Context: an optimization exercise on an open-source flow, tuned for small area, a short achievable clock period and few clock cycles. The choices shown serve that exercise and are no tape-out recipe. Only simulation tests tie the RTL to the original design; equivalence was not proved. Power figures rest on the tool's default switching activity, not on a simulated workload.

<file path="flow/run.sh">
#!/bin/bash
# synth_recipe.tcl (not shown) runs the flow's synth.tcl, then flattens the netlist and writes it again
# the make line also repeats each setting of config.mk as NAME=value (left out here)
make -C /OpenROAD-flow-scripts/flow DESIGN_CONFIG=/design/flow/config.mk WORK_HOME=/design/flow/orfs CLKGATE_MAP_FILE= SYNTH_SCRIPT=/design/flow/synth_recipe.tcl finish
</file>
<file path="flow/config.mk">
export PLATFORM = sky130hd
export DESIGN_NAME = bst_sorter_top
export DESIGN_NICKNAME = bst_sorter_top
export VERILOG_FILES = /design/flow/design.v
export SDC_FILE = /design/flow/constraint.sdc
export NUM_CORES = 4
export LEC_CHECK = 0
export CAP_MARGIN = 20
export CORE_MARGIN = 2
export CORE_UTILIZATION = 40
export SLEW_MARGIN = 20
</file>
<file path="flow/constraint.sdc">
create_clock -name core_clock -period 10.0 [get_ports {clk}]
set_input_delay 2.0000 -clock core_clock [delete_from_list [all_inputs] [get_ports {clk}]]
set_output_delay 2.0000 -clock core_clock [all_outputs]
set_load 0.01 [all_outputs]
</file>
<file path="flow/design.v">
module custom_spmem_wrapper_empty #(
	parameter DATA_W 	= 32,
	parameter DEPTH  	= 256,
	parameter SIM_DLY 	= 1,
	parameter ADDR_W  	= $clog2(DEPTH)
	) ( 
	input 				clk, 
	input 				rstn,
	input 				rd_req,  
	input 				wr_req,  
	input [ADDR_W-1:0] 		addr,
	input [DATA_W-1:0] 		wr_data,
	output logic 			rd_data_valid,
	output logic [DATA_W-1:0]	rd_data
	);
always_ff @ (posedge clk or negedge rstn) 
	begin
	if (~rstn)	rd_data_valid <= 1'b0;
	else
		begin
			rd_data_valid <= rd_req;
		end
	end
logic [DATA_W-1:0] 		mem_data_ary [0:DEPTH-1];
always @ (posedge clk)
	begin
	if (rd_req)
		begin
		rd_data <= mem_data_ary[addr];
		end
	else if (wr_req)
		begin
		mem_data_ary[addr] <= wr_data;
		end
	end
endmodule
module gen_bst_sorter #(
	parameter KEY_W 	= 16,
	parameter VALUE_W 	= 32,
	parameter MAX_ELEM_NUM 	= 16,
	parameter MAX_ELEM_NUM_W	= $clog2(MAX_ELEM_NUM+1),
	parameter MAX_ELEM_NUM_IDX_W	= $clog2(MAX_ELEM_NUM)
	) (
	input 					clk,
	input 					rstn,
	input 					sw_rst,
	input [MAX_ELEM_NUM_W-1:0]		i_cnfg_elems_num,
	input 					i_enable,
	output logic 				o_sorter_phase,
	input 					new_elem_valid,
	input [KEY_W-1:0] 			new_elem_key,
	input [VALUE_W-1:0] 			new_elem_value,
	output logic 				new_elem_ack,
	output logic 				sort_is_done_pls,
	output logic [KEY_W-1:0]		min_elem_key,
	output logic [VALUE_W-1:0]		min_elem_value,
	output logic [KEY_W-1:0]		max_elem_key,
	output logic [VALUE_W-1:0]		max_elem_value,
	input 					get_all_sorted_data_req_pls,
	output logic 				get_all_sorted_data_done_lvl,
	output logic [MAX_ELEM_NUM_IDX_W-1:0] 	get_elem_idx,
	output logic				get_elem_valid,
	output logic [KEY_W-1:0] 		get_elem_key,
	output logic [VALUE_W-1:0] 		get_elem_value
	);
localparam D  = MAX_ELEM_NUM;
localparam QW = MAX_ELEM_NUM_IDX_W;
localparam CW = MAX_ELEM_NUM_W;
logic 			clr;		 
logic 			take;		 
logic 			ack_r;
logic [CW-1:0]		n_r;		 
logic [QW-1:0]		nm1_r;		 
logic [QW-1:0]		off_r;		 
logic [CW-1:0]		cnt_r;		 
logic 			cnt_eq_nm1;
logic 			cnt_eq_n;
logic 			fresh_r;	 
logic 			done_pls_r;
logic 			phase_r;
logic 			started_r;
logic 			ov_r;
logic [QW-1:0]		oidx_r;
logic 			last_out;
logic 			done_lvl_r;
logic 			sel_now;	 
assign clr  = ~i_enable | sw_rst;
assign take = new_elem_valid & ack_r;
assign cnt_eq_nm1 = (cnt_r == n_r - 1'b1);
assign cnt_eq_n   = (cnt_r == n_r);
assign last_out = ov_r & (oidx_r == nm1_r);
assign sel_now  = ~clr & ((phase_r & ~started_r & get_all_sorted_data_req_pls) |
			  (ov_r & (oidx_r != nm1_r)));
logic [D-1:0][KEY_W-1:0]	rk;
logic [D-1:0][VALUE_W-1:0]	rv;
logic [D-1:0][QW-1:0]		rq;
logic [D-1:0]			rvld;
always_ff @ (posedge clk)
	begin
	n_r   <= i_cnfg_elems_num;
	nm1_r <= QW'(i_cnfg_elems_num - 1'b1);
	off_r <= QW'(D - i_cnfg_elems_num);
	end
always_ff @ (posedge clk or negedge rstn)
	begin
	if (~rstn)
		begin
		ack_r 		<= 1'b1;
		cnt_r 		<= '0;
		fresh_r 	<= 1'b0;
		done_pls_r 	<= 1'b0;
		phase_r 	<= 1'b0;
		started_r 	<= 1'b0;
		ov_r 		<= 1'b0;
		done_lvl_r 	<= 1'b0;
		rvld 		<= '0;
		end
	else if (clr)
		begin
		ack_r 		<= 1'b1;
		cnt_r 		<= '0;
		fresh_r 	<= 1'b0;
		done_pls_r 	<= 1'b0;
		phase_r 	<= 1'b0;
		started_r 	<= 1'b0;
		ov_r 		<= 1'b0;
		done_lvl_r 	<= 1'b0;
		rvld 		<= '0;
		end
	else
		begin
		ack_r 		<= ~(take ? cnt_eq_nm1 : cnt_eq_n) & ~rvld[D-2];
		cnt_r 		<= cnt_r + CW'(take);
		fresh_r 	<= take;
		done_pls_r 	<= take & cnt_eq_nm1;
		phase_r 	<= (phase_r | done_pls_r) & ~last_out;
		started_r 	<= started_r | sel_now;
		ov_r 		<= sel_now;
		done_lvl_r 	<= done_lvl_r | last_out;
		rvld 		<= {rvld[D-2:0], take | rvld[D-1]};
		end
	end
always_ff @ (posedge clk)
	oidx_r <= ov_r ? oidx_r + 1'b1 : '0;
logic [D-1:0]		gt;	 
logic [D-1:0]		inc;
logic [QW:0]		pcnt;
logic [QW-1:0]		newq;
always_comb
	begin
	gt = '0;
	for (int i = 1; i < D; i++)
		gt[i] = rvld[i] & (rk[i] > rk[0]);
	end
always_comb
	begin
	pcnt = '0;
	for (int i = 1; i < D; i++)
		pcnt = pcnt + (QW+1)'(gt[i]);
	end
assign newq = off_r + pcnt[QW-1:0];
always_comb
	begin
	inc[0] = sel_now;
	for (int i = 1; i < D; i++)
		inc[i] = sel_now | (fresh_r & rvld[i] & ~gt[i]);
	end
always_ff @ (posedge clk)
	begin
	rk[0] <= take ? new_elem_key   : rk[D-1];
	rv[0] <= take ? new_elem_value : rv[D-1];
	rq[0] <= rq[D-1] + QW'(inc[D-1]);
	rq[1] <= fresh_r ? newq : rq[0] + QW'(inc[0]);
	for (int i = 1; i < D; i++)
		begin
		rk[i] <= rk[i-1];
		rv[i] <= rv[i-1];
		end
	for (int i = 2; i < D; i++)
		rq[i] <= rq[i-1] + QW'(inc[i-1]);
	end
logic [KEY_W-1:0]	sel_key;
logic [VALUE_W-1:0]	sel_val;
logic [KEY_W-1:0]	out_key_r;
logic [VALUE_W-1:0]	out_val_r;
always_comb
	begin
	sel_key = '0;
	sel_val = '0;
	for (int i = 0; i < D; i++)
		if (rvld[i] & (&rq[i]))
			begin
			sel_key = sel_key | rk[i];
			sel_val = sel_val | rv[i];
			end
	end
always_ff @ (posedge clk)
	begin
	out_key_r <= sel_key;
	out_val_r <= sel_val;
	end
logic [KEY_W-1:0]	mn_key_r, mx_key_r;
logic [VALUE_W-1:0]	mn_val_r, mx_val_r;
logic 			first;
assign first = (cnt_r == '0);
always_ff @ (posedge clk)
	begin
	if (take & (first | (new_elem_key < mn_key_r)))
		begin
		mn_key_r <= new_elem_key;
		mn_val_r <= new_elem_value;
		end
	if (take & (first | (new_elem_key > mx_key_r)))
		begin
		mx_key_r <= new_elem_key;
		mx_val_r <= new_elem_value;
		end
	end
assign new_elem_ack			= ack_r;
assign sort_is_done_pls			= done_pls_r;
assign min_elem_key			= mn_key_r;
assign min_elem_value			= mn_val_r;
assign max_elem_key			= mx_key_r;
assign max_elem_value			= mx_val_r;
assign o_sorter_phase			= phase_r;
assign get_all_sorted_data_done_lvl	= done_lvl_r;
assign get_elem_valid			= ov_r;
assign get_elem_idx			= oidx_r;
assign get_elem_key			= out_key_r;
assign get_elem_value			= out_val_r;
endmodule
module bst_sorter_top (
	input 			clk,
	input 			rstn,
	input 			sw_rst,
	input [4:0]		i_cnfg_elems_num,
	input 			i_enable,
	output logic 		o_sorter_phase,
	input 			new_elem_valid,
	input [15:0] 		new_elem_key,
	input [31:0] 		new_elem_value,
	output logic 		new_elem_ack,
	output logic 		sort_is_done_pls,
	output logic [15:0]	min_elem_key,
	output logic [31:0]	min_elem_value,
	output logic [15:0]	max_elem_key,
	output logic [31:0]	max_elem_value,
	input 			get_all_sorted_data_req_pls,
	output logic 		get_all_sorted_data_done_lvl,
	output logic [3:0] 	get_elem_idx,
	output logic		get_elem_valid,
	output logic [15:0] 	get_elem_key,
	output logic [31:0] 	get_elem_value
	);
gen_bst_sorter #(
	.KEY_W 		(16	),
	.VALUE_W 	(32	),
	.MAX_ELEM_NUM 	(16	)
	) u_sorter_inst (
	.clk				(clk				),
	.rstn				(rstn				),
	.sw_rst				(sw_rst				),
	.i_cnfg_elems_num		(i_cnfg_elems_num		),
	.i_enable			(i_enable			),
	.o_sorter_phase			(o_sorter_phase			),
	.new_elem_valid			(new_elem_valid			),
	.new_elem_key			(new_elem_key			),
	.new_elem_value			(new_elem_value			),
	.new_elem_ack			(new_elem_ack			),
	.sort_is_done_pls		(sort_is_done_pls		),
	.min_elem_key			(min_elem_key			),
	.min_elem_value			(min_elem_value			),
	.max_elem_key			(max_elem_key			),
	.max_elem_value			(max_elem_value			),
	.get_all_sorted_data_req_pls	(get_all_sorted_data_req_pls	),
	.get_all_sorted_data_done_lvl	(get_all_sorted_data_done_lvl	),
	.get_elem_idx			(get_elem_idx			),
	.get_elem_valid			(get_elem_valid			),
	.get_elem_key			(get_elem_key			),
	.get_elem_value			(get_elem_value			)
	);
endmodule
</file>
==> results of run 1 <==
-- metrics by stage --
| step | worst slack (ps) | cell area [um2] |
|---|---|---|
| 3_3_place_gp | 4200 | 38200 |
| 4_1_cts | 4130 | 41500 |
| 3_5_place_dp | 4150 | 38200 |
| 5_1_grt | 3780 | 41500 |
| 2_1_floorplan | 4160 | 34700 |
| 6_report | 4070 | 41500 |
-- routing by layer --
metal | GRT usage (%) | part of all wire (%) | up-vias
met1 | 32.4 | 46 | 11651
met5 | 0 | 0 | -
met3 | 3.24 | 5.8 | 172
met4 | 8.14 | 3.0 | 0
met2 | 37.4 | 46 | 833
li1 | - | - | 10927
-- area by class of cell --
| type | count | area (um2) |
|---|---|---|
| Tap cell | 1155 | 1450 |
| Clock buffer | 152 | 2890 |
| Fill cell | 7588 | 44900 |
| Inverter | 88 | 330 |
| Multi-Input combinational cell | 1651 | 12600 |
| Sequential cell | 1020 | 21500 |
| Antenna cell | 4 | 10.0 |
| Clock inverter | 31 | 429 |
| Timing Repair Buffer | 232 | 2270 |
-- power by group through the flow --
stage               Sequential, mW  Clock [mW]  Combinational [mW]
detailed placement            4.87           0               0.733
finish                        4.79        3.78               0.740
floorplan                     4.78           0               0.400
global route                  4.82        4.00               0.822
CTS                           4.78        3.84               0.738
global placement              4.85           0               0.723
-- cells in the final DEF, fill, tap and decap left out, types with 10 or more instances in the layout --
cell / instances
dfxtp_1: 896
a22oi_1: 381
ha_1: 317
nand2_1: 282
clkdlybuf4s50_1: 211
a21oi_1: 117
clkbuf_16: 101
edfxtp_1: 96
inv_1: 86
nand3_1: 58
nand4_1: 52
mux2_2: 49
or4_1: 49
nor2_1: 39
o21ai_0: 36
clkbuf_1: 34
xor2_1: 28
xnor2_1: 28
dfrtp_1: 27
and2_1: 25
buf_4: 21
a21o_1: 20
clkbuf_8: 17
nor2_4: 16
clkinv_2: 16
a211oi_1: 12
nand2b_1: 12
nor4_1: 11
a31oi_1: 11
nor2b_1: 10
fa_1: 10
-- final timing paths --
check | endpoint | slack [ps] | startpoint | depth (start not counted)
min reg2reg | u_sorter_inst.rk[21] | 320 | u_sorter_inst.rk[5] | 0
max | u_sorter_inst.rq[6] | 4070 | u_sorter_inst.rk[15] | 19
min | u_sorter_inst.rk[21] | 320 | u_sorter_inst.rk[5] | 0
min in group asynchronous | u_sorter_inst.phase_r | 1710 | rstn | 2
max in group asynchronous | u_sorter_inst.ack_r | 7970 | rstn | 2
max reg2reg | u_sorter_inst.rq[6] | 4070 | u_sorter_inst.rk[15] | 19
-- kinds of logic after synthesis --
family,synth area share (%)
and+or+nand+nor,8.20
adders and majority gates,12.0
muxes,1.59
AOI/OAI and AO/OA,12.7
xor gates and xnor gates,1.41
buffers and inverters,2.13
DFF,62.0
-- sequential cells by signal, summed over array words and instances, names as in the netlist, 5 cells and up --
signal,flops
u_sorter_inst.out_key_r,16
u_sorter_inst.out_val_r,32
u_sorter_inst.rk,256
u_sorter_inst.rq,64
u_sorter_inst.mx_val_r,32
u_sorter_inst.mx_key_r,16
u_sorter_inst.mn_key_r,16
u_sorter_inst.n_r,5
u_sorter_inst.cnt_r,5
u_sorter_inst.rvld,16
u_sorter_inst.rv,512
u_sorter_inst.mn_val_r,32
==> results.ini, run 1 <==
[timing]
setup_tns_ps = 0
period_minus_slack_ps = 5930
finalHoldViolations = 0
worst_pin_slew_ps = 1060
relSlewSlack_pct = 29.1
setup_violations = 0
slew_violations = 0
hold_ws_ps = 317
fin_crit_sh_pct = 59.3
rsz0062_at_grt = no
fin_skew_ps = 53.7
fmax_mhz = 169

[power_and_ir_drop]
switching_share_pct = 24.8
combinationalPowerShare_pct = 7.9
power_mw = 9.31
power_frac_seq_pct = 51.5
p_sw_mw = 2.31
powerDensity_mw_per_mm2 = 224
p_int_mw = 7.00
ir_drop_v = 0.000129
leakage_nw = 17.9
p_clk_share_pct = 40.6

[placement]
port_buffers = 211
placed_cells = 4146
gp_congestion = 0.934
hpwlAfterDp_um = 68200

[logic_synthesis]
synth_sequential_area_ratio_pct = 62.0
synth.distinct_cells = 53
postSynth.asyncResetShare_pct = 2.75
avgSynthCellArea_um2 = 12.2
synth_ff_type = dfxtp_1
synth.net_count = 3237
synth_top_area_cell = dfxtp_1
synth_edf_count = 96
synth-seq-cells = 1020
synth.area.top_cells = dfxtp_1 52%, ha_1 11%, edfxtp_1 8.3%
synth.top_cells.by_count = 896 x dfxtp_1, 382 x a22oi_1, 317 x ha_1, 282 x nand2_1, 118 x a21oi_1
ys_warn_count = 1
synth.top_cell.area_share_pct = 51.7
yosysMostFrequentCell = dfxtp_1
synthCells = 2851
syn_area_mm2 = 0.0347

[cts]
root_buffer = clkbuf_16
clock_sinks = 1020
cts_resized = 0
clkTransAtPathRegs_ps = 70
clock_path_buffers = 3
ctsHoldBuffers = 0
clk_latency_ps = 690
tritoncts = yes
post-cts-setup-buffers = 0
cts_made_buffers = 100
htreeDepth = 3

[worst_setup_path]
path_buf_inv = 3
worstPathMaxFanout = 15
worst_setup_path_end_kind = flop
crit_chain = inv_1, ha_1, nand4_1, nor4_1, a21boi_0, o31a_1, and2_1, ha_1, inv_1, fa_1, fa_1, fa_1, fa_1, inv_1, fa_1, fa_1, xor2_1, nand2_1, o21ai_0
worstPathArrival_ps = 6470
cp.required_ps = 10540
path_common_cell = fa_1
crit_slowest_cell = fa_1
path_class = reg -> reg
cpLargestDelayFamily = adder cells
start_kind = flop
cpPeakStageDelay_ps = 520

[routing]
wl_per_cell_um = 24.5
viasPerCell = 5.44
drc = 0
ant_nets = 0
drt_iter0_drc = 1814
vias = 23583
firstDrtPassIters = 6
postRouteWirelength_um = 106000

[floorplanning]
die_y_um = 299
die_w_um = 299
die_area_mm2 = 0.0892
initial_utilization_pct = 40.2
rows = 108
core_area_mm2 = 0.0863
pin_count = 212

[grt]
grt_use_total_pct = 23.4
grt_pass1_wl_um = 157000
overflow = 0
antenna_found_initial = 0
grt_pass1_vias = 24067
grt_max_degree = 49

[finish]
drive_above_1_share_pct = 7.72
syn2layout_area_growth_pct = 19.5
finalNonFillerCells = 4333
layout.nets = 3479
utilization_pct = 48.1

[outcome]
status = finished clean

[flow_run]
drv_cap = 0

[worst_hold_path]
holdCritPathClass = reg -> reg

Testbench counts, summed over its fixed seeds: cycles 14,738.
==> inputs of run 2 (changes only) <==
--- a/flow/design.v
+++ b/flow/design.v
@@ -78,2 +78,4 @@
 logic 			fresh_r;	 
+logic 			fresh2_r;	 
+logic 			first_sel;	 
 logic 			done_pls_r;
@@ -91,4 +93,4 @@
 assign last_out = ov_r & (oidx_r == nm1_r);
-assign sel_now  = ~clr & ((phase_r & ~started_r & get_all_sorted_data_req_pls) |
-			  (ov_r & (oidx_r != nm1_r)));
+assign first_sel = phase_r & ~started_r & get_all_sorted_data_req_pls;
+assign sel_now  = ~clr & (first_sel | (ov_r & (oidx_r != nm1_r)));
 logic [D-1:0][KEY_W-1:0]	rk;
@@ -110,2 +112,3 @@
 		fresh_r 	<= 1'b0;
+		fresh2_r 	<= 1'b0;
 		done_pls_r 	<= 1'b0;
@@ -122,2 +125,3 @@
 		fresh_r 	<= 1'b0;
+		fresh2_r 	<= 1'b0;
 		done_pls_r 	<= 1'b0;
@@ -134,2 +138,3 @@
 		fresh_r 	<= take;
+		fresh2_r 	<= fresh_r;
 		done_pls_r 	<= take & cnt_eq_nm1;
@@ -145,2 +150,3 @@
 logic [D-1:0]		gt;	 
+logic [D-1:0]		gt_r;
 logic [D-1:0]		inc;
@@ -154,2 +160,4 @@
 	end
+always_ff @ (posedge clk)
+	gt_r <= gt;
 always_comb
@@ -158,3 +166,3 @@
 	for (int i = 1; i < D; i++)
-		pcnt = pcnt + (QW+1)'(gt[i]);
+		pcnt = pcnt + (QW+1)'(gt_r[i]);
 	end
@@ -172,3 +180,4 @@
 	rq[0] <= rq[D-1] + QW'(inc[D-1]);
-	rq[1] <= fresh_r ? newq : rq[0] + QW'(inc[0]);
+	rq[1] <= rq[0] + QW'(inc[0]);
+	rq[2] <= (fresh2_r ? newq : rq[1]) + QW'(inc[1]);
 	for (int i = 1; i < D; i++)
@@ -178,4 +187,21 @@
 		end
-	for (int i = 2; i < D; i++)
+	for (int i = 3; i < D; i++)
 		rq[i] <= rq[i-1] + QW'(inc[i-1]);
+	end
+logic [KEY_W-1:0]	mn_key_r, mx_key_r;
+logic [VALUE_W-1:0]	mn_val_r, mx_val_r;
+logic 			first;
+assign first = (cnt_r == '0);
+always_ff @ (posedge clk)
+	begin
+	if (take & (first | (new_elem_key < mn_key_r)))
+		begin
+		mn_key_r <= new_elem_key;
+		mn_val_r <= new_elem_value;
+		end
+	if (take & (first | (new_elem_key > mx_key_r)))
+		begin
+		mx_key_r <= new_elem_key;
+		mx_val_r <= new_elem_value;
+		end
 	end
@@ -198,21 +224,4 @@
 	begin
-	out_key_r <= sel_key;
-	out_val_r <= sel_val;
-	end
-logic [KEY_W-1:0]	mn_key_r, mx_key_r;
-logic [VALUE_W-1:0]	mn_val_r, mx_val_r;
-logic 			first;
-assign first = (cnt_r == '0);
-always_ff @ (posedge clk)
-	begin
-	if (take & (first | (new_elem_key < mn_key_r)))
-		begin
-		mn_key_r <= new_elem_key;
-		mn_val_r <= new_elem_value;
-		end
-	if (take & (first | (new_elem_key > mx_key_r)))
-		begin
-		mx_key_r <= new_elem_key;
-		mx_val_r <= new_elem_value;
-		end
+	out_key_r <= first_sel ? mn_key_r : sel_key;
+	out_val_r <= first_sel ? mn_val_r : sel_val;
 	end
--- a/flow/config.mk
+++ b/flow/config.mk
@@ -7,2 +7,3 @@
 export LEC_CHECK = 0
+export ABC_CLOCK_PERIOD_IN_PS = 3000
 export CAP_MARGIN = 20
@@ -10,2 +11,3 @@
 export CORE_UTILIZATION = 40
+export SETUP_SLACK_MARGIN = 5
 export SLEW_MARGIN = 20
==> run 2 against run 1 <==
Worst setup slack better by 1300 ps. Critical path depth down 11. Core utilization down 0.58 points. Die area up 6.3%. Combinational power up 4.9%. Synthesized area up 6.4%. Power up 2.1%. Largest cell class unchanged. Sequential power up 1%. Clock power up 3%. Clock-buffer cell count up 1.
==> results.ini, run 2 <==
[cts]
clock_path_buffers = 3
tritoncts = yes
ctsHoldBuffers = 0
htreeDepth = 3
cts_resized = 0
clock_sinks = 1036
cts_made_buffers = 102
post-cts-setup-buffers = 0
clkTransAtPathRegs_ps = 60
root_buffer = clkbuf_16
clk_latency_ps = 700

[logic_synthesis]
synth_top_area_cell = dfxtp_1
synth.area.top_cells = dfxtp_1 49%, ha_1 11%, edfxtp_1 7.8%
synth.top_cell.area_share_pct = 49.4
synth_ff_type = dfxtp_1
synth.distinct_cells = 68
syn_area_mm2 = 0.0369
synth_edf_count = 96
synth_sequential_area_ratio_pct = 59.1
synth.net_count = 3329
ys_warn_count = 1
postSynth.asyncResetShare_pct = 2.80
synth-seq-cells = 1036
synthCells = 2943
avgSynthCellArea_um2 = 12.6
synth.top_cells.by_count = 911 x dfxtp_1, 317 x ha_1, 204 x and3_1, 121 x a22oi_1, 99 x inv_1
yosysMostFrequentCell = dfxtp_1

[timing]
relSlewSlack_pct = 23.5
finalHoldViolations = 0
setup_violations = 0
fin_crit_sh_pct = 46.6
worst_slack_ps = 5340
rsz0062_at_grt = no
fin_skew_ps = 52.9
slew_violations = 0
hold_ws_ps = 334
fmax_mhz = 214
setup_tns_ps = 0
period_minus_slack_ps = 4660
worst_pin_slew_ps = 1140

[worst_setup_path]
cp.required_ps = 10340
cpPeakStageDelay_ps = 760
path_class = in -> reg
worst_r2r_path_depth = 12
r2r_start = u_sorter_inst.gt_r[1]
crit_slowest_cell = a2111oi_0
worstPathArrival_ps = 5000
r2r_slack_ps = 5840
worst_setup_path_end_kind = flop
crit_chain = clkdlybuf4s50_1, ha_1, a211oi_1, o21ai_0, a311o_1, a2111oi_0, o21bai_4, buf_4
r2r-end = u_sorter_inst.rq[11]
start_kind = input port
worstPathMaxFanout = 37

[worst_hold_path]
holdCritPathClass = reg -> reg
min_from = u_sorter_inst.rk[42]
holdPathEnd = u_sorter_inst.rk[58]
min_path_cells = 0

[routing]
vias = 25324
drc = 0
viasPerCell = 5.69
firstDrtPassIters = 6
ant_nets = 0
postRouteWirelength_um = 117000
wl_per_cell_um = 26.4
drt_iter0_drc = 2312

[finish]
regMostFlops = u_sorter_inst.rv
drive_above_1_share_pct = 9.85
syn2layout_area_growth_pct = 17.6
layout_common_cells = 911 x dfxtp_1, 317 x ha_1, 210 x clkdlybuf4s50_1, 204 x and3_1, 121 x a22oi_1
biggestRegsByFlops = u_sorter_inst.rv x512, u_sorter_inst.rk x256, u_sorter_inst.rq x64
register_area_mm2 = 0.0218
multiInputGateArea_mm2 = 0.0140
final_common_cell = dfxtp_1
largest_reg_flops = 512
fill_cells = 8157
layout.nets = 3561
finalNonFillerCells = 4448

[grt]
use_met2_pct = 39.6
grt_pass1_wl_um = 171000
grt.busiest_layer = met2
antenna_found_initial = 9
grt_max_degree = 48
gr-usage-met1_pct = 32.4
grt_use_total_pct = 24.4
use_met3_pct = 4.17
grt_pass1_vias = 25472
overflow = 0

[placement]
placed_cells = 4257
port_buffers = 211
gp_congestion = 0.886
hpwlAfterDp_um = 76900
pre_cts_ws_ps = 4580

[floorplanning]
die_w_um = 308
die_area_mm2 = 0.0948
pin_count = 212
die_y_um = 308
core_area_mm2 = 0.0915
initial_utilization_pct = 40.4
rows = 111

[power_and_ir_drop]
power_mw = 9.50
ir_drop_v = 0.000144
leakage_nw = 18.5
powerDensity_mw_per_mm2 = 219

[outcome]
status = finished clean

[flow_run]
drv_cap = 0

run 2: critical path: cells and delay by family:
kind                       cells  cell delay, ps
adders and majority gates      1             350
AOI/OAI and AO/OA              5            1700
buffers and inverters          2             850
run 2: worst max path at each step:
stage / from / endpoint / slack, ps / cells past startpoint
floorplan: new_elem_key[13] / u_sorter_inst.mn_key_r[0] / 5290 / 6
global placement: new_elem_key[5] / u_sorter_inst.mx_val_r[28] / 4670 / 8
detailed placement: new_elem_key[5] / u_sorter_inst.mx_val_r[28] / 4580 / 8
CTS: new_elem_key[5] / u_sorter_inst.mx_val_r[28] / 5310 / 8
global route: new_elem_key[5] / u_sorter_inst.mx_val_r[20] / 5090 / 8
finish: new_elem_key[5] / u_sorter_inst.mx_val_r[28] / 5340 / 8
run 2: logic make-up (layout without fill, tap and decap cells):
logic type | count (synthesis) | in the layout | synth area share (%)
buffers and inverters | 213 | 530 | 3.12
other | 0 | 2 | 0
and+or+nand+nor | 645 | 645 | 10.1
xor gates and xnor gates | 55 | 55 | 1.30
DFF | 1036 | 1036 | 59.1
adders and majority gates | 327 | 327 | 11.3
muxes | 48 | 48 | 1.46
AOI/OAI and AO/OA | 619 | 619 | 13.6
run 2: routing by layer:
layer  vias up  part of all wire, %
li1      11559                    -
met5         -                0.059
met2       967                   46
met1     12550                   43
met3       244                  6.7
met4         4                  3.8
run 2: power breakdown:
part	total (mW)	switching, mW	internal (mW)
clock network	3.89	1.67	2.22
logic	0.776	0.442	0.334
registers	4.84	0.266	4.57
run 2: cell type report:
type / instances / share of cell area (%)
diodes: 2 / 0.0115
clock inverters: 36 / 0.904
clock buffers: 153 / 6.99
flip-flops and latches: 1036 / 50.3
inverters: 101 / 0.872
repair buffers: 240 / 5.35
multi-input cells: 1694 / 32.2
well taps: 1186 / 3.42
run 2: stage by stage:
step,utilization [%],instance area (um2)
2_1_floorplan,-,36900
3_3_place_gp,43.7,40000
3_5_place_dp,43.7,40000
4_1_cts,47.5,43400
5_1_grt,47.5,43400
6_report,47.5,43500
Testbench counts of run 2, summed over its fixed seeds: cycles 14,738.
==> inputs of run 3 (changes only) <==
==> flow/flow/run.sh (new file) <==
#!/bin/bash
set -euo pipefail
bash standard.sh SETUP_SLACK_MARGIN=6.8 finish > standard.log 2>&1
==> flow/standard.sh (new file) <==
#!/bin/bash
# synth_recipe.tcl (not shown) runs the flow's synth.tcl, then flattens the netlist and writes it again
# the make line also repeats each setting of config.mk as NAME=value (left out here)
make -C /OpenROAD-flow-scripts/flow DESIGN_CONFIG=/design/flow/config.mk WORK_HOME=/design/flow/orfs CLKGATE_MAP_FILE= SYNTH_SCRIPT=/design/flow/synth_recipe.tcl "${@:-finish}"
--- a/flow/config.mk
+++ b/flow/config.mk
@@ -11,3 +11,2 @@
 export CORE_UTILIZATION = 40
-export SETUP_SLACK_MARGIN = 5
 export SLEW_MARGIN = 20
removed: flow/run.sh
==> run 3 against run 2 <==
Power is 3.8% higher. Clock skew is 26 ps higher. Clock-buffer cell count is 4 lower. Via count is 3.2% higher. Fmax is 18% higher. Synthesized cell count stayed put. Worst setup slack better by 720 ps. Register-to-register slack better by 210 ps. Core utilization is 2.3 points higher. Combinational power is 28% higher. Largest cell class unchanged.
==> results.ini, run 3 <==
[routing]
drt_iter0_drc = 2321
drc = 0
postRouteWirelength_um = 124000
viasPerCell = 5.67
firstDrtPassIters = 5
wl_per_cell_um = 26.9
ant_nets = 0
vias = 26127

[timing]
worst_pin_slew_ps = 1070
finalHoldViolations = 0
fin_skew_ps = 78.8
rsz0062_at_grt = yes
setup_tns_ps = 0
slew_violations = 0
period_minus_slack_ps = 3950
relSlewSlack_pct = 28.0
setup_violations = 0
fmax_mhz = 253
fin_crit_sh_pct = 39.5

[logic_synthesis]
synth_ff_type = dfxtp_1
syn_area_mm2 = 0.0369
postSynth.asyncResetShare_pct = 2.80
synth-seq-cells = 1036
avgSynthCellArea_um2 = 12.6
synth_sequential_area_ratio_pct = 59.1
synth_edf_count = 96
synth.area.top_cells = dfxtp_1 49%, ha_1 11%, edfxtp_1 7.8%
synth.top_cell.area_share_pct = 49.4
synthCells = 2943
synth.net_count = 3329
synth_top_area_cell = dfxtp_1
ys_warn_count = 1
yosysMostFrequentCell = dfxtp_1
synth.top_cells.by_count = 911 x dfxtp_1, 317 x ha_1, 204 x and3_1, 121 x a22oi_1, 99 x inv_1
synth.distinct_cells = 68

[cts]
root_buffer = clkbuf_16
clock_path_buffers = 3
ctsHoldBuffers = 0
clkTransAtPathRegs_ps = 60
clock_sinks = 1036
cts_made_buffers = 104
tritoncts = yes
clk_latency_ps = 720
htreeDepth = 3

[grt]
grt_max_degree = 48
grt_pass1_wl_um = 178000
antenna_found_initial = 8
overflow = 0
grt_use_total_pct = 25.6
grt_pass1_vias = 26268

[floorplanning]
initial_utilization_pct = 40.4
core_area_mm2 = 0.0915
rows = 111
die_w_um = 308
die_y_um = 308
die_area_mm2 = 0.0948
pin_count = 212

[worst_setup_path]
worstPathArrival_ps = 4550
worst_setup_path_end_kind = flop
path_class = reg -> reg
start_kind = flop
worstPathMaxFanout = 2
cp.required_ps = 10610
worst_r2r_path_depth = 12

[placement]
port_buffers = 211
gp_congestion = 0.878
hpwlAfterDp_um = 76200

[finish]
regMostFlops = u_sorter_inst.rv
layout.nets = 3716
fill_cells = 8019
drive_above_1_share_pct = 22.4
layout_common_cells = 897 x dfxtp_1, 285 x ha_1, 203 x and3_1, 151 x buf_2, 142 x buf_4
largest_reg_flops = 512
final_common_cell = dfxtp_1
biggestRegsByFlops = u_sorter_inst.rv x512, u_sorter_inst.rk x256, u_sorter_inst.rq x64
syn2layout_area_growth_pct = 23.4

[flow_run]
drv_cap = 0

[power_and_ir_drop]
leakage_nw = 19.8
ir_drop_v = 0.000173
power_mw = 9.86
powerDensity_mw_per_mm2 = 216

[outcome]
status = finished clean

[worst_hold_path]
holdCritPathClass = reg -> reg
min_path_cells = 0

==> run 3: cell counts after synthesis <==
No cell type changed its count.
==> run 3: where the power goes <==
group | leakage [nW] | switching (mW) | internal, mW
Combinational | 8.98 | 0.539 | 0.450
Clock | 1.80 | 1.75 | 2.29
Sequential | 9.00 | 0.263 | 4.57
Total | 19.8 | 2.55 | 7.31
==> run 3: layout make-up <==
type | count | area, um2 | share of cell area [%]
multi-input cells | 1694 | 14700 | 32.4
diodes | 4 | 10.0 | 0.0220
clock buffers | 149 | 3180 | 6.97
clock inverters | 46 | 468 | 1.03
inverters | 101 | 445 | 0.978
repair inverters | 1 | 8.76 | 0.0192
well taps | 1186 | 1480 | 3.26
repair buffers | 392 | 3350 | 7.36
flip-flops and latches | 1036 | 21900 | 48.0
==> run 3: repair_timing <==
item | CTS | global route
setup buffers | 109 | 27
gates resized for setup | 808 | 36
gates cloned | 17 | 1
setup endpoints to repair | 364 | 231
pin swaps | 22 | 18
==> run 3: critical path: stages (launching register included) <==
cell     delay [ps]
dfxtp_2         330
ha_4            250
inv_2            30
fa_2            550
fa_1            440
fa_1            510
fa_1            430
fa_2            370
fa_2            350
xnor2_1         130
mux2i_1         230
buf_4           160
xnor2_1         100
==> run 3: kinds of logic (layout without fill, tap and decap cells) <==
family	Yosys count	count (layout)	synth area share, %
flip-flops	1036	1036	59.1
AND/OR/NAND/NOR	645	645	10.1
AO/OA/AOI/OAI	619	619	13.6
adder cells (fa/ha/maj)	327	327	11.3
buffers and inverters	213	689	3.12
XOR/XNOR	55	55	1.30
multiplexers	48	48	1.46
other	0	4	0
==> run 3: path summary, 6_finish.rpt <==
path                                        from                      to  slack, ps
setup / recovery           u_sorter_inst.gt_r[1]    u_sorter_inst.rq[10]       6050
hold / removal             u_sorter_inst.rv[431]   u_sorter_inst.rv[463]        320
setup reg to reg           u_sorter_inst.gt_r[1]    u_sorter_inst.rq[10]       6050
hold reg to reg            u_sorter_inst.rv[431]   u_sorter_inst.rv[463]        320
max in group asynchronous                   rstn   u_sorter_inst.phase_r       7990
min in group asynchronous                   rstn  u_sorter_inst.rvld[11]       1410
==> run 3: per-layer routing <==
metal,track usage (%),vias up,routed length (um)
met3,4.59,259,8320
met2,41.0,1008,56700
met4,11.8,2,5630
li1,-,11880,-
met1,33.8,12978,53400
met5,0,-,13
==> run 3: per-stage QoR <==
step	hold WS (ps)	setup WS [ps]	util, %	instances	area [um2]
6_report	323	6050	49.8	4609	45600
5_1_grt	319	5970	49.8	4605	45600
4_1_cts	306	6020	49.4	4577	45200
3_5_place_dp	328	4960	44.1	4256	40400
3_3_place_gp	326	5030	44.1	4256	40400
2_1_floorplan	323	5910	-	2943	37400
==> inputs of run 4 (changes only) <==
--- a/flow/design.v
+++ b/flow/design.v
@@ -80,2 +80,3 @@
 logic 			first_sel;	 
+logic 			cont_sel;	 
 logic 			done_pls_r;
@@ -94,3 +95,4 @@
 assign first_sel = phase_r & ~started_r & get_all_sorted_data_req_pls;
-assign sel_now  = ~clr & (first_sel | (ov_r & (oidx_r != nm1_r)));
+assign cont_sel  = ov_r & (oidx_r != nm1_r);
+assign sel_now   = ~clr & (first_sel | cont_sel);
 logic [D-1:0][KEY_W-1:0]	rk;
@@ -152,3 +154,2 @@
 logic [D-1:0]		inc;
-logic [QW:0]		pcnt;
 logic [QW-1:0]		newq;
@@ -162,9 +163,15 @@
 	gt_r <= gt;
-always_comb
-	begin
-	pcnt = '0;
-	for (int i = 1; i < D; i++)
-		pcnt = pcnt + (QW+1)'(gt_r[i]);
-	end
-assign newq = off_r + pcnt[QW-1:0];
+logic [1:0]	pc_a0, pc_a1, pc_a2, pc_a3, pc_a4;
+logic [2:0]	pc_b0, pc_b1;
+logic [QW-1:0]	pc_b2, pc_c0;
+assign pc_a0 = 2'(gt_r[1])  + 2'(gt_r[2])  + 2'(gt_r[3]);
+assign pc_a1 = 2'(gt_r[4])  + 2'(gt_r[5])  + 2'(gt_r[6]);
+assign pc_a2 = 2'(gt_r[7])  + 2'(gt_r[8])  + 2'(gt_r[9]);
+assign pc_a3 = 2'(gt_r[10]) + 2'(gt_r[11]) + 2'(gt_r[12]);
+assign pc_a4 = 2'(gt_r[13]) + 2'(gt_r[14]) + 2'(gt_r[15]);
+assign pc_b0 = 3'(pc_a0) + 3'(pc_a1);
+assign pc_b1 = 3'(pc_a2) + 3'(pc_a3);
+assign pc_b2 = QW'(pc_a4) + off_r;
+assign pc_c0 = QW'(pc_b0) + QW'(pc_b1);
+assign newq  = pc_c0 + pc_b2;
 always_comb
@@ -190,4 +197,6 @@
 	end
-logic [KEY_W-1:0]	mn_key_r, mx_key_r;
-logic [VALUE_W-1:0]	mn_val_r, mx_val_r;
+logic [KEY_W-1:0]	mx_key_r;
+logic [VALUE_W-1:0]	mx_val_r;
+logic [KEY_W-1:0]	out_key_r;
+logic [VALUE_W-1:0]	out_val_r;
 logic 			first;
@@ -196,7 +205,2 @@
 	begin
-	if (take & (first | (new_elem_key < mn_key_r)))
-		begin
-		mn_key_r <= new_elem_key;
-		mn_val_r <= new_elem_value;
-		end
 	if (take & (first | (new_elem_key > mx_key_r)))
@@ -209,4 +213,2 @@
 logic [VALUE_W-1:0]	sel_val;
-logic [KEY_W-1:0]	out_key_r;
-logic [VALUE_W-1:0]	out_val_r;
 always_comb
@@ -224,4 +226,12 @@
 	begin
-	out_key_r <= first_sel ? mn_key_r : sel_key;
-	out_val_r <= first_sel ? mn_val_r : sel_val;
+	if (cont_sel)
+		begin
+		out_key_r <= sel_key;
+		out_val_r <= sel_val;
+		end
+	else if (take & (first | (new_elem_key < out_key_r)))
+		begin
+		out_key_r <= new_elem_key;
+		out_val_r <= new_elem_value;
+		end
 	end
@@ -229,4 +239,4 @@
 assign sort_is_done_pls			= done_pls_r;
-assign min_elem_key			= mn_key_r;
-assign min_elem_value			= mn_val_r;
+assign min_elem_key			= out_key_r;
+assign min_elem_value			= out_val_r;
 assign max_elem_key			= mx_key_r;
==> flow/flow/run.sh (replaced) <==
#!/bin/bash
set -euo pipefail
bash standard.sh SETUP_SLACK_MARGIN=6.8 \
	BUFFER_PORTS_ARGS="-buffer_cell sky130_fd_sc_hd__buf_1" \
	finish > standard.log 2>&1
==> run 4 against run 3 <==
Cell area down 5.1%. Sequential power shrank 4.1%. Global-route usage down 0.30 points. Fmax rose by 3.9%. Routed wire length shrank 5.0%. Core utilization down 0.69 points. Clock-buffer cell count is 11 lower. Die area down 4.1%. Still clean on timing, DRC and antenna. Combinational power decreased by 6.9%. Via count fell by 3.0%. Largest power group unchanged. Critical path type unchanged. Sequential share of layout area rose by 0.34 points.
==> results.ini, run 4 <==
[grt]
grt_use_total_pct = 25.3
grt_pass1_wl_um = 168000
overflow = 0
antenna_found_initial = 7
grt_pass1_vias = 24684
grt_max_degree = 63

[routing]
vias = 25349
drt_iter0_drc = 2419
drc = 0
wl_per_cell_um = 26.2
postRouteWirelength_um = 118000
viasPerCell = 5.64
firstDrtPassIters = 6
ant_nets = 0

[placement]
pre_cts_ws_ps = 5220
gp_congestion = 0.935
hpwlAfterDp_um = 72700
port_buffers = 211

[timing]
fin_crit_sh_pct = 38.0
period_minus_slack_ps = 3800
fin_skew_ps = 41.8
setup_tns_ps = 0
rsz0062_at_grt = yes
relSlewSlack_pct = 27.4
slew_violations = 0
setup_violations = 0
hold_ws_ps = 336
finalHoldViolations = 0
worst_slack_ps = 6200
fmax_mhz = 263
worst_pin_slew_ps = 1060

[cts]
cts_made_buffers = 101
clkTransAtPathRegs_ps = 70
htreeDepth = 3
clk_latency_ps = 700
clock_sinks = 988
tritoncts = yes
root_buffer = clkbuf_16
clock_path_buffers = 3
ctsHoldBuffers = 0

[worst_setup_path]
crit_slowest_cell = fa_1
path_class = reg -> reg
crit_chain = fa_1, inv_2, fa_1, inv_1, fa_1, inv_1, fa_1, inv_2, ha_4, fa_1, mux2_4, ha_4, xnor2_1
path_buf_inv = 4
worstPathArrival_ps = 4350
worst_setup_path_end_kind = flop
path_common_cell = fa_1
cpLargestDelayFamily = adder cells
worstPathMaxFanout = 2
cp.required_ps = 10550
start_kind = flop
cpPeakStageDelay_ps = 550

[logic_synthesis]
synth_edf_count = 96
syn_area_mm2 = 0.0354
synth-xor-area-share_pct = 1.36
synth_top_family_by_area = compound AO/OA/AOI/OAI gates
yosysMostFrequentCell = dfxtp_1
ys_warn_count = 1
synth_compound_area_share_pct = 13.4
synth_ff_type = dfxtp_1
avgSynthCellArea_um2 = 12.1
synth_sequential_area_ratio_pct = 59.0
synth.area.mux_share_pct = 1.59
synth.area.top_cells = dfxtp_1 49%, ha_1 11%, edfxtp_1 8.1%
synth.distinct_cells = 59
postSynth.asyncResetShare_pct = 2.94
synth-seq-cells = 988
synth_top_area_cell = dfxtp_1
synthCells = 2923
synth.net_count = 3308
synthSimpleGateAreaFrac_pct = 9.21
synth.top_cell.area_share_pct = 48.8
synth_fa_ha_area_share_pct = 11.8
synth.top_cells.by_count = 863 x dfxtp_1, 315 x ha_1, 234 x a22oi_1, 158 x and3_1, 126 x a21oi_1

[finish]
layout_common_cells = 851 x dfxtp_1, 275 x ha_1, 234 x a22oi_1, 157 x and3_1, 124 x a21oi_1
drive_above_1_share_pct = 20.9
syn2layout_area_growth_pct = 22.2
regMostFlops = u_sorter_inst.rv
final_common_cell = dfxtp_1
largest_reg_flops = 512
biggestRegsByFlops = u_sorter_inst.rv x512, u_sorter_inst.rk x256, u_sorter_inst.rq x64
layout.nets = 3629

[floorplanning]
initial_utilization_pct = 40.2
die_y_um = 301
die_area_mm2 = 0.0909
die_w_um = 301
core_area_mm2 = 0.0881
rows = 109
pin_count = 212

[power_and_ir_drop]
ir_drop_v = 0.000173
power_mw = 9.55
powerDensity_mw_per_mm2 = 221
leakage_nw = 18.4

[outcome]
status = finished clean

[flow_run]
drv_cap = 0

[worst_hold_path]
holdCritPathClass = reg -> reg

## run 4: cell count changes in the layout (fill, tap and decap cells not counted), moves of 16 or more
cell	previous run	this run
a21o_1	45	20
a21oi_1	72	124
a22o_1	54	38
a22oi_1	121	234
and3_1	203	157
and4_1	33	15
buf_1	0	68
buf_2	151	15
buf_4	142	120
clkbuf_2	2	110
clkdlybuf4s50_1	37	0
dfxtp_1	897	851
nand2_1	71	107
## run 4: timing repair
action                                  CTS  global route
cloned                                   13             1
pin swaps                                27            24
setup buffers                            86            37
endpoints found under the setup margin  343           286
endpoints found under the hold margin     0             0
gates resized for setup                 163           159
## run 4: final timing paths
path                                   startpoint                      to  slack [ps]  cells after the start
min reg2reg                  u_sorter_inst.rv[57]    u_sorter_inst.rv[89]         340                      0
min                          u_sorter_inst.rv[57]    u_sorter_inst.rv[89]         340                      0
max in group asynchronous                    rstn      u_sorter_inst.ov_r        7940                      1
max                        u_sorter_inst.gt_r[12]    u_sorter_inst.rq[10]        6200                     13
max reg2reg                u_sorter_inst.gt_r[12]    u_sorter_inst.rq[10]        6200                     13
min in group asynchronous                    rstn  u_sorter_inst.rvld[11]        1450                      1
## run 4: cell families (layout without fill, tap and decap cells)
family                     count (synthesis)  after routing
AOI/OAI and AO/OA                        659            659
xor gates and xnor gates                  55             55
adders and majority gates                326            326
buffers and inverters                    255            663
DFF                                      988            988
muxes                                     50             50
other                                      0              1
and+or+nand+nor                          590            591
## run 4: final cells by class
type | instances | area, um2
clock buffers | 138 | 2930
inverters | 99 | 434
multi-input cells | 1681 | 14000
diodes | 1 | 2.50
flip-flops and latches | 988 | 20900
well taps | 1165 | 1460
repair buffers | 373 | 2840
clock inverters | 53 | 652
fillers | 7815 | 44800
## run 4: where the power goes
part | switching (mW) | internal, mW | leakage (nW)
Sequential | 0.263 | 4.37 | 8.60
Clock | 1.66 | 2.34 | 1.76
Combinational | 0.520 | 0.402 | 8.07
## run 4: layer usage
| layer | routed length [um] | vias to the layer above | GRT usage (%) | share of wire, % |
|---|---|---|---|---|
| li1 | - | 11511 | - | - |
| met1 | 49200 | 12501 | 33.5 | 42 |
| met2 | 54200 | 1088 | 40.0 | 46 |
| met3 | 8560 | 249 | 4.17 | 7.3 |
| met4 | 5890 | 0 | 13.2 | 5.0 |
| met5 | 0 | - | 0 | 0 |
## run 4: per-stage QoR
| step | utilization, % | std cells | area, um2 |
|---|---|---|---|
| global route | 49.1 | 4497 | 43300 |
| detailed placement | 42.4 | 4169 | 37300 |
| finish | 49.1 | 4498 | 43300 |
| global placement | 42.4 | 4169 | 37300 |
| floorplan | - | 2923 | 35800 |
| CTS | 48.4 | 4459 | 42600 |
Testbench counts of run 4, summed over its fixed seeds: cycles 14,738.
==> inputs of run 5 (changes only) <==
--- a/flow/design.v
+++ b/flow/design.v
@@ -152,21 +152,21 @@
 logic [D-1:0]		gt;	 
-logic [D-1:0]		gt_r;
 logic [D-1:0]		inc;
 logic [QW-1:0]		newq;
-always_comb
-	begin
-	gt = '0;
-	for (int i = 1; i < D; i++)
-		gt[i] = rvld[i] & (rk[i] > rk[0]);
+logic [D-1:0]		gt_raw;
+assign gt_raw[0] = 1'b0;
+for (genvar gi = 1; gi < D; gi++)
+	begin : g_cmp
+	gen_bst_key_gt #(.W(KEY_W)) u_cmp (.a(rk[gi]), .b(rk[0]), .gt(gt_raw[gi]));
 	end
-always_ff @ (posedge clk)
-	gt_r <= gt;
+assign gt = rvld & gt_raw;
 logic [1:0]	pc_a0, pc_a1, pc_a2, pc_a3, pc_a4;
 logic [2:0]	pc_b0, pc_b1;
-logic [QW-1:0]	pc_b2, pc_c0;
-assign pc_a0 = 2'(gt_r[1])  + 2'(gt_r[2])  + 2'(gt_r[3]);
-assign pc_a1 = 2'(gt_r[4])  + 2'(gt_r[5])  + 2'(gt_r[6]);
-assign pc_a2 = 2'(gt_r[7])  + 2'(gt_r[8])  + 2'(gt_r[9]);
-assign pc_a3 = 2'(gt_r[10]) + 2'(gt_r[11]) + 2'(gt_r[12]);
-assign pc_a4 = 2'(gt_r[13]) + 2'(gt_r[14]) + 2'(gt_r[15]);
+logic [QW-1:0]	pc_b2;
+logic [2:0]	pc_b0_r, pc_b1_r;
+logic [QW-1:0]	pc_b2_r;
+assign pc_a0 = 2'(gt[1])  + 2'(gt[2])  + 2'(gt[3]);
+assign pc_a1 = 2'(gt[4])  + 2'(gt[5])  + 2'(gt[6]);
+assign pc_a2 = 2'(gt[7])  + 2'(gt[8])  + 2'(gt[9]);
+assign pc_a3 = 2'(gt[10]) + 2'(gt[11]) + 2'(gt[12]);
+assign pc_a4 = 2'(gt[13]) + 2'(gt[14]) + 2'(gt[15]);
 assign pc_b0 = 3'(pc_a0) + 3'(pc_a1);
@@ -174,4 +174,9 @@
 assign pc_b2 = QW'(pc_a4) + off_r;
-assign pc_c0 = QW'(pc_b0) + QW'(pc_b1);
-assign newq  = pc_c0 + pc_b2;
+always_ff @ (posedge clk)
+	begin
+	pc_b0_r <= pc_b0;
+	pc_b1_r <= pc_b1;
+	pc_b2_r <= pc_b2;
+	end
+assign newq  = QW'(pc_b0_r) + QW'(pc_b1_r) + pc_b2_r;
 always_comb
@@ -202,2 +207,5 @@
 logic 			first;
+logic 			new_gt_max;
+logic 			min_gt_new;
+gen_bst_key_gt #(.W(KEY_W)) u_cmp_max (.a(new_elem_key), .b(mx_key_r), .gt(new_gt_max));
 assign first = (cnt_r == '0);
@@ -205,3 +213,3 @@
 	begin
-	if (take & (first | (new_elem_key > mx_key_r)))
+	if (take & (first | new_gt_max))
 		begin
@@ -224,2 +232,3 @@
 	end
+gen_bst_key_gt #(.W(KEY_W)) u_cmp_min (.a(out_key_r), .b(new_elem_key), .gt(min_gt_new));
 always_ff @ (posedge clk)
@@ -231,3 +240,3 @@
 		end
-	else if (take & (first | (new_elem_key < out_key_r)))
+	else if (take & (first | min_gt_new))
 		begin
@@ -250,2 +259,32 @@
 endmodule
+module gen_bst_key_gt #(
+	parameter W = 16
+	) (
+	input [W-1:0]	a,
+	input [W-1:0]	b,
+	output logic	gt
+	);
+localparam L = $clog2(W);
+logic [L:0][W-1:0]	g;
+logic [L:0][W-1:0]	l;
+assign g[0] = a & ~b;
+assign l[0] = ~a & b;
+for (genvar lv = 0; lv < L; lv++)
+	begin : g_lv
+	for (genvar i = 0; i < W; i++)
+		begin : g_bit
+		if ((i % (2 << lv)) == 0 && (i + (1 << lv)) < W)
+			begin : g_join
+			assign g[lv+1][i] = g[lv][i+(1<<lv)] | (~l[lv][i+(1<<lv)] & g[lv][i]);
+			assign l[lv+1][i] = l[lv][i+(1<<lv)] | (~g[lv][i+(1<<lv)] & l[lv][i]);
+			end
+		else
+			begin : g_pass
+			assign g[lv+1][i] = g[lv][i];
+			assign l[lv+1][i] = l[lv][i];
+			end
+		end
+	end
+assign gt = g[L][0];
+endmodule
 module bst_sorter_top (
==> run 5 against run 4 <==
Synthesized cell count up 0.27%. Critical path type unchanged. Worst setup slack better by 180 ps. Core utilization is 0.17 points higher. Routed wire length decreased by 12%. Sequential power about the same. Clock-buffer cell count is 3 higher. Combinational power fell by 13%. Still clean. Sequential share of layout area grew 2.4 points. Critical endpoint is now u_sorter_inst.pc_b1_r[1]. Highest routed layer unchanged. Die area fell by 4.9%.
==> results.ini, run 5 <==
[outcome]
status = finished clean

[grt]
grt_pass1_wl_um = 152000
grt_use_total_pct = 23.4
grt_max_degree = 74
antenna_found_initial = 0
grt_pass1_vias = 23641
overflow = 0

[worst_hold_path]
min_path_cells = 0
holdPathEnd = u_sorter_inst.rv[184]
min_from = u_sorter_inst.rv[152]
holdCritPathClass = reg -> reg

[floorplanning]
die_y_um = 294
rows = 106
die_area_mm2 = 0.0864
initial_utilization_pct = 40.3
die_w_um = 294
pin_count = 212
core_area_mm2 = 0.0834

[placement]
hpwlAfterDp_um = 59900
pre_cts_ws_ps = 4620
gp_congestion = 0.926
dpl-instance-area_mm2 = 0.0353
port_buffers = 211
placed_cells = 4058

[timing]
period_minus_slack_ps = 3620
slew_violations = 0
worst_pin_slew_ps = 1040
fmax_mhz = 276
finalHoldViolations = 0
hold_ws_ps = 329
setup_tns_ps = 0
rsz0062_at_grt = yes
relSlewSlack_pct = 30.7
fin_crit_sh_pct = 36.2
worst_slack_ps = 6380
fin_skew_ps = 48.1
setup_violations = 0

[logic_synthesis]
synthSimpleGateAreaFrac_pct = 9.89
synth_ff_type = dfxtp_1
synth.distinct_cells = 62
synth.area.top_cells = dfxtp_1 51%, edfxtp_1 8.6%, a22oi_1 7.7%
yosysMostFrequentCell = dfxtp_1
synth_fa_ha_area_share_pct = 7.49
synthCells = 2931
synth.top_cells.by_count = 858 x dfxtp_1, 344 x a22oi_1, 320 x nand2_1, 130 x maj3_1, 113 x nor2b_1
synth_top_area_cell = dfxtp_1
synth.area.mux_share_pct = 1.34
avgSynthCellArea_um2 = 11.5
synth_compound_area_share_pct = 14.3
synth.top_cell.area_share_pct = 51.1
synth_edf_count = 96
postSynth.asyncResetShare_pct = 2.95
synth-seq-cells = 983
synth-xor-area-share_pct = 1.43
synth_sequential_area_ratio_pct = 61.8
syn_area_mm2 = 0.0336
ys_warn_count = 1
synth_top_family_by_area = compound AO/OA/AOI/OAI gates
synth.net_count = 3045

[cts]
clock_path_buffers = 3
root_buffer = clkbuf_16
clkTransAtPathRegs_ps = 60
tritoncts = yes
clock_sinks = 983
cts_made_buffers = 99
htreeDepth = 3
clk_latency_ps = 690

[routing]
ant_nets = 0
firstDrtPassIters = 7
postRouteWirelength_um = 104000
drt-met1-wl_um = 45600
drc = 0
dr.max_layer_used = met4
vias = 23895
viasPerCell = 5.48
wl_per_cell_um = 23.8
wl_met2_um = 47900
met3_length_um = 6000
drt_iter0_drc = 2069

[worst_setup_path]
r2r-end = u_sorter_inst.pc_b1_r[1]
worstPathArrival_ps = 4220
r2r_start = u_sorter_inst.rk[12]
worstPathMaxFanout = 9
r2r_slack_ps = 6380
path_class = reg -> reg
cp.required_ps = 10590
crit_chain = buf_12, nor2b_1, maj3_1, maj3_1, o21ai_1, a21boi_2, a21boi_2, fa_1, inv_1, fa_1, inv_1, ha_2, fa_2
cpPeakStageDelay_ps = 510
worst_setup_path_end_kind = flop
crit_slowest_cell = fa_2
worst_r2r_path_depth = 13
start_kind = flop

[power_and_ir_drop]
power_mw = 9.30
powerDensity_mw_per_mm2 = 226
ir_drop_v = 0.000153
leakage_nw = 16.8

[finish]
n_antenna_cell = 0
multiInputGateArea_mm2 = 0.0123
regMostFlops = u_sorter_inst.rv
register_area_mm2 = 0.0209
fin_area_mm2 = 0.0411
finalNonFillerCells = 4360
utilization_pct = 49.3
largest_reg_flops = 512
layout_common_cells = 838 x dfxtp_1, 344 x a22oi_1, 316 x nand2_1, 116 x clkbuf_2, 110 x nor2b_1
final_common_cell = dfxtp_1
drive_above_1_share_pct = 21.2
syn2layout_area_growth_pct = 22.1
biggestRegsByFlops = u_sorter_inst.rv x512, u_sorter_inst.rk x256, u_sorter_inst.rq x64
fill_cells = 7351
layout.nets = 3310

[flow_run]
drv_cap = 0

## run 5: cell types whose count changed in the layout (fill, tap and decap cells not counted), moves of 57 or more
| cell | previous run | this run |
|---|---|---|
| maj3_1 | 0 | 98 |
| ha_1 | 275 | 39 |
| nand2b_1 | 15 | 72 |
| a22oi_1 | 234 | 344 |
| maj3_2 | 0 | 71 |
| and3_1 | 157 | 1 |
| nor2b_1 | 6 | 110 |
| nand2_1 | 107 | 316 |
| nand4_1 | 67 | 6 |
| a21oi_1 | 124 | 31 |
## run 5: critical path, delay by kind of cell, from the launching register on
kind,cells,cell delay [ps]
flops,1,370
fa+ha+maj,6,2450
buf+inv,3,220
compound gates,3,480
simple gates,1,50
## run 5: report_power, final
| part | internal (mW) | switching [mW] |
|---|---|---|
| clock | 2.24 | 1.63 |
| sequential | 4.35 | 0.274 |
| combinational | 0.364 | 0.435 |
## run 5: cell type report
| type | count | share of cell area (%) |
|---|---|---|
| flip-flops and latches | 983 | 50.7 |
| inverters | 88 | 1.04 |
| clock inverters | 44 | 1.39 |
| clock buffers | 141 | 7.10 |
| well taps | 1080 | 3.29 |
| repair buffers | 351 | 6.38 |
| repair inverters | 3 | 0.0548 |
| multi-input cells | 1670 | 30.0 |
## run 5: worst max path at each step
| stage | start | endpoint | slack (ps) |
|---|---|---|---|
| after floorplan | new_elem_key[0] | u_sorter_inst.out_key_r[0] | 5650 |
| after global placement | new_elem_valid | u_sorter_inst.out_val_r[24] | 4650 |
| after detailed placement | new_elem_valid | u_sorter_inst.out_val_r[24] | 4620 |
| after CTS | u_sorter_inst.rk[0] | u_sorter_inst.pc_b1_r[1] | 6400 |
| after global routing | u_sorter_inst.rk[9] | u_sorter_inst.pc_b1_r[1] | 6290 |
| final | u_sorter_inst.rk[12] | u_sorter_inst.pc_b1_r[1] | 6380 |
## run 5: layer usage
metal / up-vias / track usage, %
met5: - / 0
met4: 0 / 9.16
met3: 230 / 3.71
met2: 828 / 37.8
met1: 11795 / 31.4
li1: 11042 / -
## run 5: logic make-up (layout without fill, tap and decap cells)
group | count (synthesis) | in the layout
buffers and inverters | 278 | 627
adder cells (fa/ha/maj) | 224 | 224
flip-flops | 983 | 983
AND/OR/NAND/NOR | 682 | 682
AO/OA/AOI/OAI | 669 | 669
multiplexers | 40 | 40
XOR/XNOR | 55 | 55
## run 5: timing repair
item                       CTS  global route
buffers inserted            85            13
resized for setup          201           168
setup endpoints to repair  333           263
pin swaps                   38            15
hold buffers                 0             0
cloned                      16             3
Testbench counts of run 5, summed over its fixed seeds: cycles 14,738.
==> inputs of run 6 (changes only) <==
--- a/flow/flow/run.sh
+++ b/flow/flow/run.sh
@@ -4,2 +4,3 @@
 	BUFFER_PORTS_ARGS="-buffer_cell sky130_fd_sc_hd__buf_1" \
+	CTS_CLUSTER_SIZE=22 CTS_CLUSTER_DIAMETER=80 \
 	finish > standard.log 2>&1
==> run 6 against run 5 <==
Hold slack better by 1.2 ps. Largest power group unchanged. Combinational power fell by 1%. Power decreased by 16%. Synthesized area unchanged. Routed wire length is 2.8% lower. Die area did not move. Clock skew rose by 15 ps. Sequential share of layout area is 2.4 points higher. Core utilization down 2.2 points. Register-to-register slack about the same. Largest cell class unchanged. Clock power fell by 37%.
==> results.ini, run 6 <==
[outcome]
status = finished clean

[worst_setup_path]
worst_setup_path_end_kind = flop
start_kind = flop
worstPathMaxFanout = 6
cp.required_ps = 10610
path_class = reg -> reg
worstPathArrival_ps = 4250

[power_and_ir_drop]
powerDensity_mw_per_mm2 = 199
combinationalPowerShare_pct = 10.1
p_clk_share_pct = 30.9
ir_drop_v = 0.000168
leakage_nw = 15.9
switching_share_pct = 26.1
p_int_mw = 5.78
p_sw_mw = 2.04
power_frac_seq_pct = 59.0

[floorplanning]
die_area_mm2 = 0.0864
initial_utilization_pct = 40.3
rows = 106
pin_count = 212
die_w_um = 294
die_y_um = 294
core_area_mm2 = 0.0834

[timing]
fin_crit_sh_pct = 36.4
setup_tns_ps = 0
setup_violations = 0
finalHoldViolations = 0
fin_skew_ps = 63.5
worst_pin_slew_ps = 1040
slew_violations = 0
fmax_mhz = 275
relSlewSlack_pct = 31.0
period_minus_slack_ps = 3640
rsz0062_at_grt = yes

[grt]
grt_pass1_vias = 23042
grt_pass1_wl_um = 149000
grt_max_degree = 74
antenna_found_initial = 0
grt_use_total_pct = 22.8
overflow = 0

[placement]
gp_congestion = 0.926
port_buffers = 211
placed_cells = 4058
hpwlAfterDp_um = 59900

[logic_synthesis]
synth.top_cells.by_count = 858 x dfxtp_1, 344 x a22oi_1, 320 x nand2_1, 130 x maj3_1, 113 x nor2b_1
ys_warn_count = 1
synth_ff_type = dfxtp_1
postSynth.asyncResetShare_pct = 2.95
synth.top_cell.area_share_pct = 51.1
synth-seq-cells = 983
synth_sequential_area_ratio_pct = 61.8
synth.net_count = 3045
synth_edf_count = 96
synth_top_area_cell = dfxtp_1
avgSynthCellArea_um2 = 11.5
synth.distinct_cells = 62
synth.area.top_cells = dfxtp_1 51%, edfxtp_1 8.6%, a22oi_1 7.7%
syn_area_mm2 = 0.0336
synthCells = 2931
yosysMostFrequentCell = dfxtp_1

[routing]
drt_iter0_drc = 1916
viasPerCell = 5.49
postRouteWirelength_um = 101000
drt-met1-wl_um = 44200
wl_per_cell_um = 23.6
firstDrtPassIters = 5
vias = 23443
met3_length_um = 6110
ant_nets = 0
drc = 0
wl_met2_um = 46400
dr.max_layer_used = met4

[finish]
biggestRegsByFlops = u_sorter_inst.rv x512, u_sorter_inst.rk x256, u_sorter_inst.rq x64
regMostFlops = u_sorter_inst.rv
largest_reg_flops = 512
layout.nets = 3272
finalNonFillerCells = 4271
final_common_cell = dfxtp_1
layout_common_cells = 838 x dfxtp_1, 344 x a22oi_1, 317 x nand2_1, 112 x clkbuf_2, 110 x nor2b_1
n_antenna_cell = 0
drive_above_1_share_pct = 18.3
syn2layout_area_growth_pct = 16.6
fill_cells = 7593

[cts]
root_buffer = clkbuf_16
ctsHoldBuffers = 0
clk_latency_ps = 670
clock_path_buffers = 3
htreeDepth = 2
clkTransAtPathRegs_ps = 90
cts_made_buffers = 54
tritoncts = yes
clock_sinks = 983

[flow_run]
drv_cap = 0

[worst_hold_path]
holdCritPathClass = reg -> reg

run 6: cell counts after synthesis:
No cell type changed its count.
run 6: critical path, cell delays in order (launching register included):
cell and delay [ps]:
dfxtp_4 420, nor2b_4 50, maj3_2 310, maj3_2 330
o211a_4 270, o311ai_4 290, a21boi_1 140, fa_1 510
inv_1 50, fa_1 470, inv_1 40, ha_2 170
fa_2 510
run 6: path summary, 6_finish.rpt:
path	startpoint	end	slack, ps	cells after the start
max	u_sorter_inst.rk[0]	u_sorter_inst.pc_b1_r[1]	6360	12
min	u_sorter_inst.rk[98]	u_sorter_inst.rk[114]	330	0
max reg2reg	u_sorter_inst.rk[0]	u_sorter_inst.pc_b1_r[1]	6360	12
min reg2reg	u_sorter_inst.rk[98]	u_sorter_inst.rk[114]	330	0
max in group asynchronous	rstn	u_sorter_inst.ov_r	7990	1
min in group asynchronous	rstn	u_sorter_inst.rvld[0]	1420	1
run 6: cells by family (layout without fill, tap and decap cells):
logic type               after synthesis  after routing  share of synthesized area (%)
multiplexers                          40             40                           1.34
buffers and inverters                278            538                           3.77
adder cells (fa/ha/maj)              224            224                           7.49
flip-flops                           983            983                           61.8
AND/OR/NAND/NOR                      682            682                           9.89
XOR/XNOR                              55             55                           1.43
AO/OA/AOI/OAI                        669            669                           14.3
run 6: cell type report:
cell class,count,area (um2),area share [%]
clock buffers,75,1430,3.64
flip-flops and latches,983,20900,53.1
multi-input cells,1670,12300,31.3
repair buffers,358,2660,6.78
inverters,88,428,1.09
clock inverters,14,225,0.574
repair inverters,3,22.5,0.0574
well taps,1080,1350,3.44
run 6: timing repair:
action,in CTS,in global routing
cloned,17,1
resized for setup,182,154
endpoints found under the setup margin,329,261
pin swaps,31,17
setup buffers,91,15
run 6: metrics by stage:
stage	instance area (um2)	power [mW]	util [%]	hold WS (ps)	setup slack (ps)
floorplan	33900	5.02	-	326	5650
global route	39200	8.11	47.0	339	6250
detailed placement	35300	5.27	42.4	335	4620
finish	39200	7.82	47.0	330	6360
global placement	35300	5.27	42.4	332	4650
CTS	38800	7.82	46.5	327	6420
run 6: power by group through the flow:
stage / combinational (mW) / clock, mW / sequential [mW]
floorplan: 0.406 / 0 / 4.61
global placement: 0.563 / 0 / 4.71
detailed placement: 0.565 / 0 / 4.70
CTS: 0.750 / 2.46 / 4.61
global route: 0.841 / 2.61 / 4.66
finish: 0.790 / 2.42 / 4.62
run 6: per-layer routing:
layer	vias up	track usage [%]
li1	10906	-
met1	11528	30.7
met2	806	37.0
met3	203	3.27
met4	0	8.64
met5	-	0

-- what the ideal ports hide --
The flow's constraints put no driver on any port. The routed layouts listed below were extracted and timed again, unchanged, in two steps. Step 1 sets driving cells, clkbuf_16 on the clock port and buf_2 on the other inputs (assumed; they add their load-dependent delay and slew). Step 2 adds t to the input delays and takes it off the output delays; t is the mean of the earliest and latest rising clock arrival at the registers after step 1. Input paths then give back, and output paths get back, about the clock's delay inside the block. a / b / c = ideal / step 1 / step 2; a / b = the first two.
run	t, ns	setup slack, ns	worst setup path after step 2	worst register clock-pin slew, ns	worst data-port slew with drivers (ns)
run 1	0.728	4.066 / 4.066 / 4.066	register to register	0.07 / 0.07	0.05
run 2	0.740	5.336 / 5.386 / 4.646	input to register	0.07 / 0.07	0.06
run 3	0.754	6.052 / 6.052 / 5.790	input to register	0.07 / 0.07	0.06
run 4	0.738	6.200 / 6.200 / 5.757	input to register	0.07 / 0.07	0.06
run 5	0.732	6.376 / 6.376 / 5.851	input to register	0.07 / 0.07	0.06
run 6	0.716	6.362 / 6.362 / 5.754	input to register	0.10 / 0.10	0.06
After both steps setup and hold are still met in every run listed. For run 2, which loses most, drivers alone change the setup slack by +0.050 ns; drivers and shift together by -0.690 ns.
